This is an optimization exercise on Yosys and OpenROAD, whose aim is small area and a short achievable clock period, not a production implementation. Function was checked by simulation only, so behaviour that the tests miss may differ from the original. Power and IR drop assume default switching activity.

===== design/flow/design.v =====
module cla32(
        input   wire    [31:0]  a_n,
        input   wire    [31:0]  b,
        input   wire            cin,
        output  wire    [32:1]  c,
        output  wire    [31:0]  g,
        output  wire    [31:0]  t
    );
    wire [31:0] a = ~a_n;
    assign g = a & b;
    assign t = a | b;
    reg  [31:0] gg [0:5];
    reg  [31:0] tt [0:5];
    integer i, l, j;
    always @(*) begin
        gg[0] = g;
        tt[0] = t;
        gg[0][0] = g[0] | (t[0] & cin);
        for (l = 1; l <= 5; l = l + 1)
            for (i = 0; i < 32; i = i + 1) begin
                j = ((i >> (l - 1)) << (l - 1)) - 1;
                if (((i >> (l - 1)) & 1) == 1) begin
                    gg[l][i] = gg[l-1][i] | (tt[l-1][i] & gg[l-1][j]);
                    tt[l][i] = tt[l-1][i] & tt[l-1][j];
                end else begin
                    gg[l][i] = gg[l-1][i];
                    tt[l][i] = tt[l-1][i];
                end
            end
    end
    assign c = gg[5];
endmodule  
module alu(
        input   wire    [31:0]  A_n,     
        input   wire    [31:0]  B_n,     
        input   wire    [31:0]  imm,     
        input   wire            alu_src,
        input   wire            alu_sub,
        input   wire            sel_sum,
        input   wire            sel_and,
        input   wire            sel_or,
        input   wire            sel_slt,
        input   wire            sel_shl,
        input   wire            sel_shr,
        output  wire    [31:0]  Y
    );
    wire [31:0] b_op = alu_src ? imm : (alu_sub ? B_n : ~B_n);
    wire        cin  = ~alu_src & alu_sub;
    wire [32:1] c;
    wire [31:0] g, t;
    cla32 u_c (.a_n(A_n), .b(b_op), .cin(cin), .c(c), .g(g), .t(t));
    wire [31:0] sum  = ~A_n ^ b_op ^ {c[31:1], cin};
    wire        ltu  = ~c[32];
    wire [4:0]  n   = imm[4:0];
    wire [4:0]  r   = sel_shr ? (5'd0 - n) : n;
    wire [31:0] r0  = r[0] ? {A_n[30:0], A_n[31]}   : A_n;
    wire [31:0] r1  = r[1] ? {r0[29:0], r0[31:30]} : r0;
    wire [31:0] r2  = r[2] ? {r1[27:0], r1[31:28]} : r1;
    wire [31:0] r3  = r[3] ? {r2[23:0], r2[31:24]} : r2;
    wire [31:0] rot_n = r[4] ? {r3[15:0], r3[31:16]} : r3;
    reg  [31:0] m;
    integer k;
    always @(*)
        for (k = 0; k < 32; k = k + 1)
            m[k] = (sel_shl & (k >= n)) | (sel_shr & ((31 - k) >= n));
    assign Y = ({32{sel_sum}} & sum)
             | ({32{sel_and}} & g)
             | ({32{sel_or}}  & t)
             | {31'b0, sel_slt & ltu}
             | (m & ~rot_n);
endmodule  
module cu(
        input   wire    [5:0]   op,
        input   wire    [5:0]   funct,
        output  wire            reg_write,
        output  wire            reg_dst,
        output  wire            is_beq,
        output  wire            is_sw,
        output  wire            sel_sum,
        output  wire            sel_and,
        output  wire            sel_or,
        output  wire            sel_slt,
        output  wire            sel_shl,
        output  wire            sel_shr,
        output  wire            sel_mem,
        output  wire            alu_sub,
        output  wire            alu_src
    );
    wire r_type = (op == 6'b000000);
    wire addi   = (op == 6'b001000);
    wire sll    = (op == 6'b000010);
    wire srl    = (op == 6'b000011);
    wire lw     = (op == 6'b100011);
    wire f_add  = (funct == 6'b100000);
    wire f_sub  = (funct == 6'b100010);
    wire f_and  = (funct == 6'b100100);
    wire f_or   = (funct == 6'b100101);
    wire f_slt  = (funct == 6'b101010);
    assign is_beq    = (op == 6'b000100);
    assign is_sw     = (op == 6'b101011);
    assign reg_write = r_type | addi | sll | srl | lw;
    assign reg_dst   = r_type;
    assign sel_sum   = addi | (r_type & (f_add | f_sub));
    assign sel_and   = r_type & f_and;
    assign sel_or    = r_type & f_or;
    assign sel_slt   = r_type & f_slt;
    assign sel_shl   = sll;
    assign sel_shr   = srl;
    assign sel_mem   = lw;
    assign alu_sub   = f_sub | f_slt;
    assign alu_src   = ~r_type;
endmodule  
module pd2(
        input   wire    [1:0]   a,
        output  wire    [3:0]   y
    );
    assign y[0] = ~a[1] & ~a[0];
    assign y[1] = ~a[1] &  a[0];
    assign y[2] =  a[1] & ~a[0];
    assign y[3] =  a[1] &  a[0];
endmodule  
module pd3(
        input   wire    [2:0]   a,
        output  wire    [7:0]   y
    );
    genvar i;
    generate
        for (i = 0; i < 8; i = i + 1) begin : g
            assign y[i] = (a == i);
        end
    endgenerate
endmodule  
module and3m(
        input   wire            a,
        input   wire            b,
        input   wire            c,
        output  wire            y
    );
    assign y = a & b & c;
endmodule  
module ao3n(
        input   wire    [2:0]   d,
        input   wire    [2:0]   s,
        output  wire            y
    );
    assign y = ~((d[0] & s[0]) | (d[1] & s[1]) | (d[2] & s[2]));
endmodule  
module nand2m(
        input   wire            a,
        input   wire            b,
        output  wire            y
    );
    assign y = ~(a & b);
endmodule  
module nand3m(
        input   wire            a,
        input   wire            b,
        input   wire            c,
        output  wire            y
    );
    assign y = ~(a & b & c);
endmodule  
module nand4m(
        input   wire    [3:0]   a,
        output  wire            y
    );
    assign y = ~&a;
endmodule  
module nor3m(
        input   wire            a,
        input   wire            b,
        input   wire            c,
        output  wire            y
    );
    assign y = ~(a | b | c);
endmodule  
module rdsel(
        input   wire    [4:0]   addr,
        input   wire    [31:1]  valid,
        output  wire    [31:1]  sel
    );
    wire [3:0] lo;
    wire [7:0] hi;
    pd2 u_lo (.a(addr[1:0]), .y(lo));
    pd3 u_hi (.a(addr[4:2]), .y(hi));
    genvar i;
    generate
        for (i = 1; i < 32; i = i + 1) begin : g
            and3m u_s (.a(lo[i % 4]), .b(hi[i / 4]), .c(valid[i]), .y(sel[i]));
        end
    endgenerate
endmodule  
module rdmux(
        input   wire    [991:0] d,
        input   wire    [31:1]  sel,
        output  wire    [31:0]  y_n
    );
    genvar b, k;
    generate
        for (b = 0; b < 32; b = b + 1) begin : g_bit
            wire [10:0] n;
            for (k = 0; k < 10; k = k + 1) begin : g_grp
                ao3n u_ao (
                    .d ({d[32*(3*k+2) + b], d[32*(3*k+1) + b], d[32*(3*k) + b]}),
                    .s (sel[3*k+3 : 3*k+1]),
                    .y (n[k])
                );
            end
            nand2m u_n31 (.a(d[32*30 + b]), .b(sel[31]), .y(n[10]));
            wire p0, p1, p2;
            nand4m u_p0 (.a(n[3:0]), .y(p0));
            nand4m u_p1 (.a(n[7:4]), .y(p1));
            nand3m u_p2 (.a(n[8]), .b(n[9]), .c(n[10]), .y(p2));
            nor3m  u_y  (.a(p0), .b(p1), .c(p2), .y(y_n[b]));
        end
    endgenerate
endmodule  
module wrdec(
        input   wire            we,
        input   wire    [4:0]   addr,
        output  wire    [31:1]  wsel,
        output  wire    [31:1]  wsel_n
    );
    genvar i;
    generate
        for (i = 1; i < 32; i = i + 1) begin : g
            assign wsel[i]   = we & (addr == i);
            assign wsel_n[i] = ~(we & (addr == i));
        end
    endgenerate
endmodule  
module wrbit(
        input   wire            q,
        input   wire            d,
        input   wire            we,
        input   wire            we_n,
        output  wire            y
    );
    assign y = (q | we) & (d | we_n);
endmodule  
module terminal(
        input   wire            clk,
        input   wire            reset_n,
        input   wire            we,
        input   wire    [7:0]   data_write,
        output  reg     [7:0]   terminal_bus
);
    always @(posedge clk or negedge reset_n)
    begin
        if (!reset_n)
            terminal_bus <= 8'h0;
        else if (we)
            terminal_bus <= data_write;
    end
endmodule  
module nor2bm(input wire a_n, input wire b, output wire y);    
    assign y = ~a_n & b;
endmodule
module nand2bm(input wire a_n, input wire b, output wire y);   
    assign y = ~a_n | b;
endmodule
module a21oim(input wire a1, input wire a2, input wire b1, output wire y);
    assign y = ~((a1 & a2) | b1);
endmodule
module a21om(input wire a1, input wire a2, input wire b1, output wire y);
    assign y = (a1 & a2) | b1;
endmodule
module o21aim(input wire a1, input wire a2, input wire b1, output wire y);
    assign y = ~((a1 | a2) & b1);
endmodule
module nor2m(input wire a, input wire b, output wire y);
    assign y = ~(a | b);
endmodule
module invm(input wire a, output wire y);
    assign y = ~a;
endmodule
module xnor2m(input wire a, input wire b, output wire y);
    assign y = ~(a ^ b);
endmodule
module mux2m(input wire a0, input wire a1, input wire s, output wire y);
    assign y = s ? a1 : a0;
endmodule
module pfx8(
        input   wire    [7:0]   a_n,
        input   wire    [7:0]   b,
        output  wire    [8:1]   cn
    );
    wire [7:0] g0, t0;                   
    wire [7:0] g1n, t1n;                 
    wire [7:0] g2, t2;                   
    wire       g1_1;
    wire [3:2] g2n;
    genvar i;
    generate
        for (i = 0; i < 8; i = i + 1) begin : l0
            nor2bm  u_g (.a_n(a_n[i]), .b(b[i]), .y(g0[i]));
            nand2bm u_t (.a_n(a_n[i]), .b(b[i]), .y(t0[i]));
        end
        invm u_g1n0 (.a(g0[0]), .y(g1n[0]));
        for (i = 1; i < 8; i = i + 1) begin : l1
            a21oim u_g (.a1(t0[i]), .a2(g0[i-1]), .b1(g0[i]), .y(g1n[i]));
            if (i >= 2) begin : t
                nand2m u_t (.a(t0[i]), .b(t0[i-1]), .y(t1n[i]));
            end
        end
        a21om u_g1_1 (.a1(t0[1]), .a2(g0[0]), .b1(g0[1]), .y(g1_1));
        for (i = 2; i < 8; i = i + 1) begin : l2
            o21aim u_g (.a1(t1n[i]), .a2(g1n[i-2]), .b1(g1n[i]), .y(g2[i]));
            if (i >= 4) begin : t
                nor2m u_t (.a(t1n[i]), .b(t1n[i-2]), .y(t2[i]));
            end
        end
        for (i = 4; i < 8; i = i + 1) begin : l3
            a21oim u_g (.a1(t2[i]), .a2(i == 4 ? g0[0] : (i == 5 ? g1_1 : g2[i-4])), .b1(g2[i]), .y(cn[i+1]));
        end
        invm u_c3 (.a(g2[2]), .y(cn[3]));
        invm u_c4 (.a(g2[3]), .y(cn[4]));
    endgenerate
    assign cn[1] = g1n[0];
    assign cn[2] = g1n[1];
endmodule  
module eqm(
        input   wire            x_n,     
        input   wire            y,       
        input   wire            xl_n,    
        input   wire            yl,      
        output  wire            e
    );
    assign e = (~x_n ^ y) == (~xl_n | yl);
endmodule
module eq1m(
        input   wire            x_n,
        input   wire            y,
        input   wire            xl_n,
        input   wire            yl,
        output  wire            e
    );
    assign e = (~x_n ^ y) == (~xl_n & yl);
endmodule
module xor2m(input wire a, input wire b, output wire y);
    assign y = a ^ b;
endmodule
module agen(
        input   wire    [31:0]  ra_n,    
        input   wire    [15:0]  imm,
        input   wire            en,      
        output  wire    [7:0]   addr,
        output  wire            we_ram,
        output  wire            we_term
    );
    wire [8:1] cn;
    pfx8 u_c (.a_n(ra_n[7:0]), .b(imm[7:0]), .cn(cn));
    wire [7:0] p;
    genvar i;
    generate
        for (i = 0; i < 8; i = i + 1) begin : g_sum
            xnor2m u_p (.a(ra_n[i]), .b(imm[i]), .y(p[i]));     
            if (i == 0) begin : b0
                assign addr[0] = p[0];
            end else begin : bi
                xnor2m u_s (.a(p[i]), .b(cn[i]), .y(addr[i]));
            end
        end
    endgenerate
    wire [23:0] xn = ra_n[31:8];
    wire [23:0] y  = {{16{imm[15]}}, imm[15:8]};
    wire [23:1] e;                       
    wire        e1o;                     
    generate
        for (i = 1; i < 24; i = i + 1) begin : g_e
            eqm u_e (.x_n(xn[i]), .y(y[i]), .xl_n(xn[i-1]), .yl(y[i-1]), .e(e[i]));
        end
    endgenerate
    eq1m u_e1o (.x_n(xn[1]), .y(y[1]), .xl_n(xn[0]), .yl(y[0]), .e(e1o));
    wire [5:0] m_n;
    nand4m u_m0 (.a(e[5:2]),   .y(m_n[0]));
    nand4m u_m1 (.a(e[9:6]),   .y(m_n[1]));
    nand4m u_m2 (.a(e[13:10]), .y(m_n[2]));
    nand4m u_m3 (.a(e[17:14]), .y(m_n[3]));
    nand4m u_m4 (.a(e[21:18]), .y(m_n[4]));
    nand3m u_m5 (.a(e[22]), .b(e[23]), .c(en), .y(m_n[5]));
    wire u0, u1;
    nor3m u_u0 (.a(m_n[0]), .b(m_n[1]), .c(m_n[2]), .y(u0));
    nor3m u_u1 (.a(m_n[3]), .b(m_n[4]), .c(m_n[5]), .y(u1));
    wire vz_n, vo_n;                     
    nand3m u_vz (.a(u0), .b(u1), .c(e[1]), .y(vz_n));
    nand3m u_vo (.a(u0), .b(u1), .c(e1o),  .y(vo_n));
    wire hp0, d_n, d;
    xnor2m u_hp0 (.a(xn[0]), .b(y[0]), .y(hp0));    
    xnor2m u_d_n (.a(hp0), .b(cn[8]), .y(d_n));     
    xor2m  u_d   (.a(hp0), .b(cn[8]), .y(d));       
    nor2m  u_wr  (.a(vz_n), .b(d_n), .y(we_ram));
    nor2m  u_wt  (.a(vo_n), .b(d),   .y(we_term));
endmodule  
module crt4004(
	input   wire            clk,
	input   wire            reset_n,
    output  wire    [7:0]   terminal_bus,
    output  wire    [7:0]   imem_addr,
    input   wire    [31:0]  imem_data,
    output  wire            dmem_we,
    output  wire    [7:0]   dmem_addr,
    output  wire    [31:0]  dmem_wdata,
    input   wire    [31:0]  dmem_rdata
);
    reg  [7:0]  pc;
    assign imem_addr = pc;
    wire [31:0] instr = imem_data;
    wire [4:0]  rs    = instr[25:21];
    wire [4:0]  rt    = instr[20:16];
    wire [4:0]  rd    = instr[15:11];
    wire [15:0] imm   = instr[15:0];
    wire [31:0] simm  = {{16{imm[15]}}, imm};
    wire reg_write, reg_dst, is_beq, is_sw;
    wire sel_sum, sel_and, sel_or, sel_slt, sel_shl, sel_shr, sel_mem;
    wire alu_sub, alu_src;
    cu u_cu (
        .op         (instr[31:26]),
        .funct      (instr[5:0]),
        .reg_write  (reg_write),
        .reg_dst    (reg_dst),
        .is_beq     (is_beq),
        .is_sw      (is_sw),
        .sel_sum    (sel_sum),
        .sel_and    (sel_and),
        .sel_or     (sel_or),
        .sel_slt    (sel_slt),
        .sel_shl    (sel_shl),
        .sel_shr    (sel_shr),
        .sel_mem    (sel_mem),
        .alu_sub    (alu_sub),
        .alu_src    (alu_src)
    );
    wire [31:0] wd;
    wire [31:1] wsel, wsel_n;
    reg  [31:1] valid;
    wire [991:0] rf;
    wrdec u_wrdec (
        .we     (reg_write),
        .addr   (reg_dst ? rd : rt),
        .wsel   (wsel),
        .wsel_n (wsel_n)
    );
    genvar i;
    generate
        for (i = 1; i < 32; i = i + 1) begin : g_reg
            reg  [31:0] q;
            wire [31:0] nxt;
            genvar b;
            for (b = 0; b < 32; b = b + 1) begin : g_bit
                wrbit u_w (.q(q[b]), .d(wd[b]), .we(wsel[i]), .we_n(wsel_n[i]), .y(nxt[b]));
            end
            always @(posedge clk)
                q <= nxt;
            assign rf[32*(i-1) +: 32] = q;
        end
    endgenerate
    always @(posedge clk or negedge reset_n)
    begin
        if (!reset_n)
            valid <= 31'b0;
        else
            valid <= valid | wsel;
    end
    wire [31:1] sel_a, sel_b;
    wire [31:0] ra_n, rb_n;
    rdsel u_sel_a (.addr(rs), .valid(valid), .sel(sel_a));
    rdsel u_sel_b (.addr(rt), .valid(valid), .sel(sel_b));
    rdmux u_rd_a  (.d(rf), .sel(sel_a), .y_n(ra_n));
    rdmux u_rd_b  (.d(rf), .sel(sel_b), .y_n(rb_n));
    wire [31:0] alu_y;
    alu u_alu (
        .A_n        (ra_n),
        .B_n        (rb_n),
        .imm        (simm),
        .alu_src    (alu_src),
        .alu_sub    (alu_sub),
        .sel_sum    (sel_sum),
        .sel_and    (sel_and),
        .sel_or     (sel_or),
        .sel_slt    (sel_slt),
        .sel_shl    (sel_shl),
        .sel_shr    (sel_shr),
        .Y          (alu_y)
    );
    assign wd = sel_mem ? dmem_rdata : alu_y;
    wire we_term;
    agen u_agen (
        .ra_n       (ra_n),
        .imm        (imm),
        .en         (reset_n & is_sw),
        .addr       (dmem_addr),
        .we_ram     (dmem_we),
        .we_term    (we_term)
    );
    assign dmem_wdata = ~rb_n;
    terminal u_terminal (
        .clk            (clk),
        .reset_n        (reset_n),
        .we             (we_term),
        .data_write     (~rb_n[7:0]),
        .terminal_bus   (terminal_bus)
    );
    wire [7:0] pc1  = pc + 8'd1;
    wire [7:0] pcbr = pc1 + imm[7:0];
    wire       taken = is_beq & (ra_n == rb_n);
    always @(posedge clk or negedge reset_n)
    begin
        if (!reset_n)
            pc <= 8'h0;
        else
            pc <= taken ? pcbr : pc1;
    end
endmodule  

===== design/flow/run.sh =====
#!/bin/bash
# synth_recipe.tcl (not shown) runs the flow's synth.tcl, then flattens the netlist and writes it again
# the make line also repeats each setting of config.mk as NAME=value (left out here)
make -C /OpenROAD-flow-scripts/flow DESIGN_CONFIG=/design/flow/config.mk WORK_HOME=/design/flow/orfs CLKGATE_MAP_FILE= SYNTH_SCRIPT=/design/flow/synth_recipe.tcl finish

===== design/flow/config.mk =====
export PLATFORM = sky130hd
export DESIGN_NAME = crt4004
export DESIGN_NICKNAME = crt4004
export VERILOG_FILES = /design/flow/design.v
export SDC_FILE = /design/flow/constraint.sdc
export NUM_CORES = 8
export LEC_CHECK = 0
export CAP_MARGIN = 20
export CORE_MARGIN = 2
export CORE_UTILIZATION = 65
export CTS_CLUSTER_DIAMETER = 80
export CTS_CLUSTER_SIZE = 25
export SETUP_SLACK_MARGIN = 5
export SLEW_MARGIN = 20
export SYNTH_HIERARCHICAL = 1

===== design/flow/constraint.sdc =====
create_clock -name core_clock -period 15.0 [get_ports {clk}]
set_input_delay 3.0000 -clock core_clock [delete_from_list [all_inputs] [get_ports {clk}]]
set_output_delay 3.0000 -clock core_clock [all_outputs]
set_load 0.01 [all_outputs]

==> flow_metrics.tcl, run 1 <==
set metrics [dict create \
    status "timing/DRC/antenna clean" \
    layout-drive-gt1-share_pct 12.6 \
    drcViolationCount 0 \
    clk_pin_slew_ps 90 \
    synth_top_family_by_area "compound AO/OA/AOI/OAI gates" \
    cp.buffers_inverters 4 \
    critPathRequiredTime_ps 12000 \
    synth-async-reset-ratio_pct 4.52 \
    rsz0062_at_grt "false" \
    gr-total-overflow 0 \
    cts_buffers 49 \
    path_class "input pin to output port" \
    cts.sinks 1039 \
    r2r_cells 21 \
    worstHoldPathCells 1 \
    synthCells 4328 \
    die_area_sq_um 76100 \
    worstSetupStartpoint "imem_data[16]" \
    cp-start-kind "input pin" \
    place_ws_ps 3900 \
    synth-edff-count 0 \
    clk_latency_ps 730 \
    cts_root_buffer "clkbuf_16" \
    p_leak_nw 19.4 \
    cp_slowest_cell "nor3_2" \
    end_kind "output port" \
    holdPathEnd "g_reg[31].q[24]$_DFF_P_" \
    drtPass1Iterations 30 \
    setup_ws_ps 4870 \
    grt_pass1_wl_mm 303 \
    port-buffer-count 122 \
    die_w_um 276 \
    synth_cell_types 88 \
    finalCritPeriodShare_pct 67.5 \
    finalNetCount 4683 \
    io_pins 123 \
    synth_top_area_share_pct 41.3 \
    synth_area_leader_cell "dfxtp_1" \
    synth_fa_ha_area_share_pct 0.688 \
    finalSetupViolations 0 \
    maxCapViolCount 0 \
    muxShareOfSynthArea_pct 4.31 \
    crit-reg2reg-launch "valid[16]$_DFF_PN0_" \
    total_power_mw 5.86 \
    worstMarginPinSlew_ps 1260 \
    grt_pass1_vias 45000 \
    grt_max_degree 67 \
    wl_per_cell_um 38.5 \
    r2r_setup_slack_ps 7650 \
    max_freq_mhz 98.7 \
    ir_drop_mv 0.128 \
    path_cells "clkdlybuf4s50_1 -> and2_2 -> and3_2 -> buf_4 -> a222oi_1 -> nand4_1 -> nor3_2 -> inv_1 -> clkdlybuf4s50_1" \
    holdBufCountCts 0 \
    seq_area_frac_synth_pct 43.8 \
    yosys_warnings 12 \
    slew_headroom_pct 15.5 \
    report.final.slew_viol_count 0 \
    synth_fp_nets 4409 \
    crit_family "simple AND/OR/NAND/NOR gates" \
    critical_path_arrival_ps 7130 \
    rows 99 \
    synth-seq-cells 1039 \
    crit_path_frequent_cell "clkdlybuf4s50_1" \
    grtUsageTotal_pct 54.0 \
    wirelength_mm 215 \
    worst_clock_skew_ps 63.3 \
    antenna_left 0 \
    cts_tree "done" \
    slowest_delay_ps 890 \
    gp_congestion 1.02 \
    fill_cells 5482 \
    synth_compound_area_share_pct 35.2 \
    viasPerCell 8.89 \
    h-tree-depth 2 \
    fin_crit_ps 10130 \
    syn_avg_cell_area_sq_um 11.1 \
    final.setup.tns_ps 0 \
    antenna_found_initial 7 \
    hp-start "g_reg[31].q[24]$_DFF_P_" \
    worstPathMaxFanout 22 \
    placed_cells 5472 \
    finalHoldViolCount 0 \
    place_hpwl_mm 132 \
    num_vias 49600 \
    core_area_sq_um 73100 \
    finalNonFillerCells 5579 \
    synth_simple_gate_area_share_pct 10.8 \
    powerDensity_nw_per_um2 109 \
    worstHoldPathType "flip-flop to flip-flop" \
    clockBufferDepth 3 \
    syn_to_final_growth_pct 11.7 \
    yosys_most_used_dff "dfxtp_1" \
    syn_area_sq_um 48000 \
    synth.area.top_cells "dfxtp_1 (41%), o22a_1 (18%), a222oi_1 (14%), mux4_2 (2.8%), dfrtp_1 (2.4%)" \
    synth-xor-area-share_pct 3.77 \
    dieHeight_um 276 \
    r2r_end "g_reg[31].q[18]$_DFF_P_" \
    initial_core_util_pct 65.7 \
    drt_iter0_drc 13600 \
]
[state kept, by name, summed over array words and instances, names as in the netlist]
signal                   cells
u_terminal.terminal_bus      8
g.q                        992
pc                           8
valid                       31
[worst max path at each step]
stage | endpoint | slack [ps] | depth (start not counted)
floorplan | dmem_we | 6300 | 11
global placement | dmem_we | 3930 | 14
detailed placement | dmem_we | 3900 | 14
CTS | dmem_addr[6] | 5000 | 14
global route | dmem_addr[5] | 5000 | 14
finish | dmem_wdata[22] | 4870 | 9
[cells in the final DEF (no fill, tap or decap), types with 11 or more instances in the layout]
cell	synthesis	final
nand3_1	113	112
nand4_1	148	148
o22a_1	994	994
ha_1	14	14
a222oi_1	671	671
xor2_1	109	108
o21ai_0	63	61
dfrtp_1	47	47
buf_6	5	14
or2_2	34	34
clkbuf_16	0	49
nand2b_1	41	41
mux4_2	59	59
xnor2_1	98	96
nor3_4	0	23
and3_1	67	53
a21oi_2	11	11
buf_4	5	150
mux2_4	9	12
o21ai_1	11	12
nor2_1	78	43
nor2b_1	61	59
nor3_2	67	45
dfxtp_1	992	992
mux2_2	52	50
nor2_4	0	32
a21o_1	13	13
inv_1	92	92
a21oi_1	44	44
nand2_1	172	172
clkdlybuf4s50_1	0	113
[stage by stage]
step	utilization (%)	hold WS, ps	cell area [sq um]
after floorplan	-	445	48000
after global routing	73.4	518	53600
after CTS	73.0	506	53300
final	73.4	505	53600
after global placement	70.3	475	51400
after detailed placement	70.5	471	51500
[final cells by class]
| type | instances | area, sq um | area share, % |
|---|---|---|---|
| diodes | 3 | 7.51 | 0.0140 |
| clock buffers | 57 | 1260 | 2.34 |
| clock inverters | 9 | 140 | 0.261 |
| inverters | 94 | 353 | 0.658 |
| multi-input cells | 3117 | 26800 | 50.0 |
| flip-flops and latches | 1039 | 21000 | 39.2 |
| well taps | 959 | 1200 | 2.24 |
| repair buffers | 301 | 2840 | 5.30 |
[power by group]
part           internal [mW]  switching, mW
Clock                  0.613          0.940
Combinational          0.457          0.385
Sequential              3.14          0.328
[per-module statistics from Yosys, one instance, submodules excluded, excerpt]
module    times used  cells
terminal           1     17
agen               1      1
nor2m              6      1
o21aim             6      1
a21oim            11      1
nand3m            67      1
[logic make-up (layout without fill, tap and decap cells)]
family	after synthesis	count (layout)
AO/OA/AOI/OAI	1884	1884
flip-flops	1039	1039
AND/OR/NAND/NOR	875	875
XOR/XNOR	207	207
buffers and inverters	173	461
multiplexers	122	123
adder cells (fa/ha/maj)	28	28
other	0	3
[synthesized netlist by cell type (6+ instances only)]
library cell / count
a21o_1: 13
a21oi_1: 44
a21oi_2: 11
a222oi_1: 671
and2_1: 9
and3_1: 67
and3b_2: 6
buf_2: 17
clkbuf_1: 48
dfrtp_1: 47
dfxtp_1: 992
ha_1: 14
inv_1: 92
maj3_1: 9
mux2_2: 52
mux2_4: 9
mux4_2: 59
nand2_1: 172
nand2b_1: 41
nand3_1: 113
nand4_1: 148
nor2_1: 78
nor2b_1: 61
nor2b_4: 9
nor3_1: 10
nor3_2: 67
nor3b_1: 8
nor4_1: 6
o211ai_1: 8
o21a_1: 6
o21ai_0: 63
o21ai_1: 11
o221ai_1: 10
o22a_1: 994
o31ai_1: 6
or2_2: 34
or3_1: 8
xnor2_1: 98
xor2_1: 109
[routing by layer]
metal  share of wire, %  track usage, %
met1                 32            65.2
met2                 39            75.8
met3                 18            24.5
met5               0.18            2.38
met4                9.7            38.7
[what timing repair did]
action / 4_1_cts / 5_1_grt
buffers inserted: 26 / 3
setup endpoints to repair: 8 / 433
pin swaps: 33 / 22
resized for setup: 55 / 30
cloned: 0 / 1
==> run 2: changes to the inputs <==
==> design/flow/flow/run.sh (new file) <==
#!/bin/bash
set -euo pipefail
sed -E 's/SETUP_SLACK_MARGIN=[0-9.]+/SETUP_SLACK_MARGIN=7.5/' standard.sh > standard_margin.sh
grep -q 'SETUP_SLACK_MARGIN=7.5' standard_margin.sh
bash standard_margin.sh > orfs_flow.log 2>&1
==> design/flow/standard.sh (new file) <==
#!/bin/bash
# synth_recipe.tcl (not shown) runs the flow's synth.tcl, then flattens the netlist and writes it again
# the make line also repeats each setting of config.mk as NAME=value (left out here)
make -C /OpenROAD-flow-scripts/flow DESIGN_CONFIG=/design/flow/config.mk WORK_HOME=/design/flow/orfs CLKGATE_MAP_FILE= SYNTH_SCRIPT=/design/flow/synth_recipe.tcl "${@:-finish}"
--- a/design/flow/config.mk
+++ b/design/flow/config.mk
@@ -8,5 +8,5 @@
 export CAP_MARGIN = 20
 export CORE_MARGIN = 2
-export CORE_UTILIZATION = 65
+export CORE_UTILIZATION = 50
 export CTS_CLUSTER_DIAMETER = 80
 export CTS_CLUSTER_SIZE = 25
@@ -14,2 +14,3 @@
 export SLEW_MARGIN = 20
 export SYNTH_HIERARCHICAL = 1
+export TNS_END_PERCENT = 0
removed: design/flow/run.sh
==> flow_metrics.tcl, run 2 <==
set metrics [dict create \
    h-tree-depth 2 \
    drcViolationCount 0 \
    viasPerCell 8.22 \
    critPathRequiredTime_ps 12000 \
    finalSetupViolations 0 \
    wl_per_cell_um 40.1 \
    status "timing/DRC/antenna clean" \
    seq_area_frac_synth_pct 43.8 \
    grt_pass1_wl_mm 327 \
    cts.sinks 1039 \
    finalHoldViolCount 0 \
    drtPass1Iterations 13 \
    post-synth-top-count-cell "o22a_1" \
    rows 113 \
    r2r_setup_slack_ps 7770 \
    cp_slowest_cell "nor3_4" \
    crit_family "simple AND/OR/NAND/NOR gates" \
    swShare_pct 28.4 \
    io_pins 123 \
    path_cells "buf_12 -> nor2b_4 -> and3_4 -> a222oi_1 -> nand4_1 -> nor3_4 -> nor2b_4 -> xnor2_1 -> nand4_1 -> nor3_4 -> nand3_2 -> nor2_2 -> buf_2" \
    synth_fp_nets 4409 \
    end_kind "output port" \
    place_hpwl_mm 137 \
    slew_headroom_pct 15.0 \
    ir_drop_mv 0.0836 \
    gr-total-overflow 0 \
    synth-seq-cells 1039 \
    regArea_sq_um 21000 \
    slowest_delay_ps 670 \
    top_register "g.q" \
    synth-async-reset-ratio_pct 4.52 \
    finalCritPeriodShare_pct 63.5 \
    clockBufferDepth 3 \
    worst_clock_skew_ps 40.9 \
    dieHeight_um 314 \
    powerDensity_nw_per_um2 107 \
    critical_path_arrival_ps 6530 \
    cp-start-kind "input pin" \
    finalNetCount 4778 \
    multi_input_area_sq_um 27600 \
    synthCells 4328 \
    place_area_sq_um 51900 \
    synth.cells.most_frequent "o22a_1 (994), dfxtp_1 (992), a222oi_1 (671)" \
    layout_commonest_cell "o22a_1" \
    syn_to_final_growth_pct 15.7 \
    holdBufCountCts 0 \
    antenna_found_initial 7 \
    report.final.slew_viol_count 0 \
    gp_congestion 0.955 \
    placed_cells 5739 \
    synth-edff-count 0 \
    mostFrequentLayoutCells "o22a_1 (994), dfxtp_1 (992), a222oi_1 (671)" \
    clk_pin_slew_ps 100 \
    layout-drive-gt1-share_pct 15.8 \
    clk_latency_ps 730 \
    synth_cell_types 88 \
    rsz0062_at_grt "true" \
    worstMarginPinSlew_ps 1270 \
    yosys_warnings 12 \
    initial_core_util_pct 50.5 \
    port-buffer-count 122 \
    crit-reg2reg-launch "valid[9]$_DFF_PN0_" \
    largest_register_ffs 992 \
    die_area_sq_um 98600 \
    p_leak_nw 20.1 \
    core_area_sq_um 95200 \
    die_w_um 314 \
    p_comb_share_pct 14.6 \
    synth_top_area_share_pct 41.3 \
    drt_iter0_drc 11400 \
    clock_power_share_pct 27.5 \
    grt_pass1_vias 44100 \
    max_freq_mhz 105 \
    largest_registers "g.q x992, valid x31" \
    cts_root_buffer "clkbuf_16" \
    cp.buffers_inverters 2 \
    path_class "input pin to output port" \
    syn_area_sq_um 48000 \
    syn_avg_cell_area_sq_um 11.1 \
    hp-start "valid[31]$_DFF_PN0_" \
    final.setup.tns_ps 0 \
    maxCapViolCount 0 \
    cts_buffers 50 \
    worstHoldPathCells 1 \
    grt_max_degree 67 \
    wirelength_mm 240 \
    num_vias 49300 \
    finalNonFillerCells 5989 \
    cts_tree "done" \
    p_seq_share_pct 58.0 \
    synth_area_leader_cell "dfxtp_1" \
    fin_crit_ps 9530 \
    final_cell_area_sq_um 55600 \
    crit_cells 13 \
    holdPathEnd "valid[31]$_DFF_PN0_" \
    worstPathMaxFanout 10 \
    fill_cells 8281 \
    grtUsageTotal_pct 45.4 \
    r2r_cells 22 \
    switchingPower_mw 1.69 \
    intPower_mw 4.26 \
    worstHoldPathType "flip-flop to flip-flop" \
    antenna_left 0 \
    synth.area.top_cells "dfxtp_1 (41%), o22a_1 (18%), a222oi_1 (14%), mux4_2 (2.8%), dfrtp_1 (2.4%)" \
    r2r_end "g_reg[11].q[25]$_DFF_P_" \
    yosys_most_used_dff "dfxtp_1" \
]
## run 2: power by group through the flow
stage	logic [mW]	registers (mW)	clock network (mW)
floorplan	0.599	3.42	0
global placement	0.787	3.47	0
detailed placement	0.808	3.48	0
CTS	0.840	3.43	1.64
global route	0.927	3.49	1.73
finish	0.866	3.45	1.63
## run 2: final cells by class
cell class / instances / area share, %
Inverter: 94 / 0.635
Tap cell: 1265 / 2.85
Clock buffer: 60 / 2.36
Timing Repair Buffer: 360 / 6.28
Clock inverter: 14 / 0.295
Multi-Input combinational cell: 3152 / 49.7
Antenna cell: 5 / 0.0225
Sequential cell: 1039 / 37.9
## run 2: Yosys stat by module, one instance, submodules excluded, excerpt
module   cell area [sq um]  copies in the design  cells  flip-flops and latches
pfx8                  15.0                     1      2                       0
pd2                   26.3                     2      4                       0
crt4004              22500                     1   1242                    1031
nand4m                6.26                   133      1                       0
cla32                 1150                     1    187                       0
a21oim                8.76                    11      1                       0
and3m                 6.26                    62      1                       0
nor2bm                13.8                     8      1                       0
eq1m                  23.8                     1      3                       0
wrdec                  492                     1     96                       0
eqm                   23.8                    23      3                       0
xor2m                 8.76                     1      1                       0
nand3m                5.00                    67      1                       0
nor3m                 10.0                    66      1                       0
a21om                 7.51                     1      1                       0
## run 2: worst max path at each step
stage	startpoint	to	slack, ps
floorplan	imem_data[22]	dmem_we	6700
global placement	imem_data[17]	g_reg[6].q[14]$_DFF_P_	4070
detailed placement	imem_data[17]	g_reg[16].q[14]$_DFF_P_	3970
CTS	imem_data[23]	dmem_we	5730
global route	imem_data[22]	dmem_we	5500
finish	imem_data[22]	dmem_we	5470
## run 2: cells by family after synthesis
family / count (synthesis) / share of synthesized area, %
compound gates: 1884 / 35.2
mux: 122 / 4.31
flops: 1039 / 43.8
simple gates: 875 / 10.8
xor+xnor: 207 / 3.77
buf+inv: 173 / 1.51
fa+ha+maj: 28 / 0.688
## run 2: worst register-to-register path: stages (launching register included)
cell	delay [ps]
dfrtp_1	550
and3_2	430
buf_4	320
a222oi_1	670
nand4_1	370
nor3_2	230
buf_4	240
xor2_1	120
o21ai_0	550
nand2b_1	260
nand3_1	90
and4b_1	310
and2_1	190
a221oi_4	110
o21ai_2	350
nand2_1	90
a21oi_1	220
xor2_1	190
xnor2_1	80
a222oi_1	520
o31ai_1	400
mux2_4	560
o22a_1	290
## run 2: timing repair
| action | in CTS | in global routing |
|---|---|---|
| resized for setup | 157 | 51 |
| cloned | 24 | 14 |
| setup buffers | 101 | 27 |
| pin swaps | 99 | 60 |
| endpoints found under the setup margin | 1049 | 1041 |
## run 2: per-layer routing
| metal | global-route usage [%] | vias up | routed length [um] |
|---|---|---|---|
| met5 | 0 | - | 30 |
| met4 | 24.2 | 4 | 16500 |
| met3 | 16.6 | 802 | 38300 |
| met2 | 63.9 | 4265 | 96500 |
| met1 | 60.5 | 24500 | 88900 |
| li1 | - | 19700 | - |
## run 2: stage by stage
stage                     utilization [%]  power (mW)  worst slack (ps)  hold WS, ps
final                                58.4        5.95              5470          508
after global routing                 58.4        6.15              5500          516
after CTS                            57.7        5.90              5730          489
after detailed placement             54.6        4.29              3970          464
after global placement               54.4        4.26              4070          467
after floorplan                         -        4.02              6700          445

-- port drivers added, routing unchanged --
How much do the figures lean on ideal ports? The routed layouts below were timed once more, with nothing changed but the port constraints.
Step 1 assumes that a clkbuf_16 drives the clock port and a buf_2 every other input.
Step 2 moves the port delays by t, midway between the first and last clock arrival at a register: inputs arrive t later, outputs are due t later. That takes back most of the time a late clock gives input paths.
Three values: ideal, step 1, step 2; two values: the first two.
run | t (ns) | setup WS [ns] | worst setup path after step 2 | pins driven straight from the clock port
run 1 | 0.766 | 4.872 / 4.847 / 4.215 | input to register | 1
run 2 | 0.784 | 5.472 / 5.360 / 4.907 | input to register | 1
After both steps setup and hold are still met in every run listed. The setup slack of run 1, which loses most, moves by -0.025 ns with the drivers and by -0.657 ns with both steps.
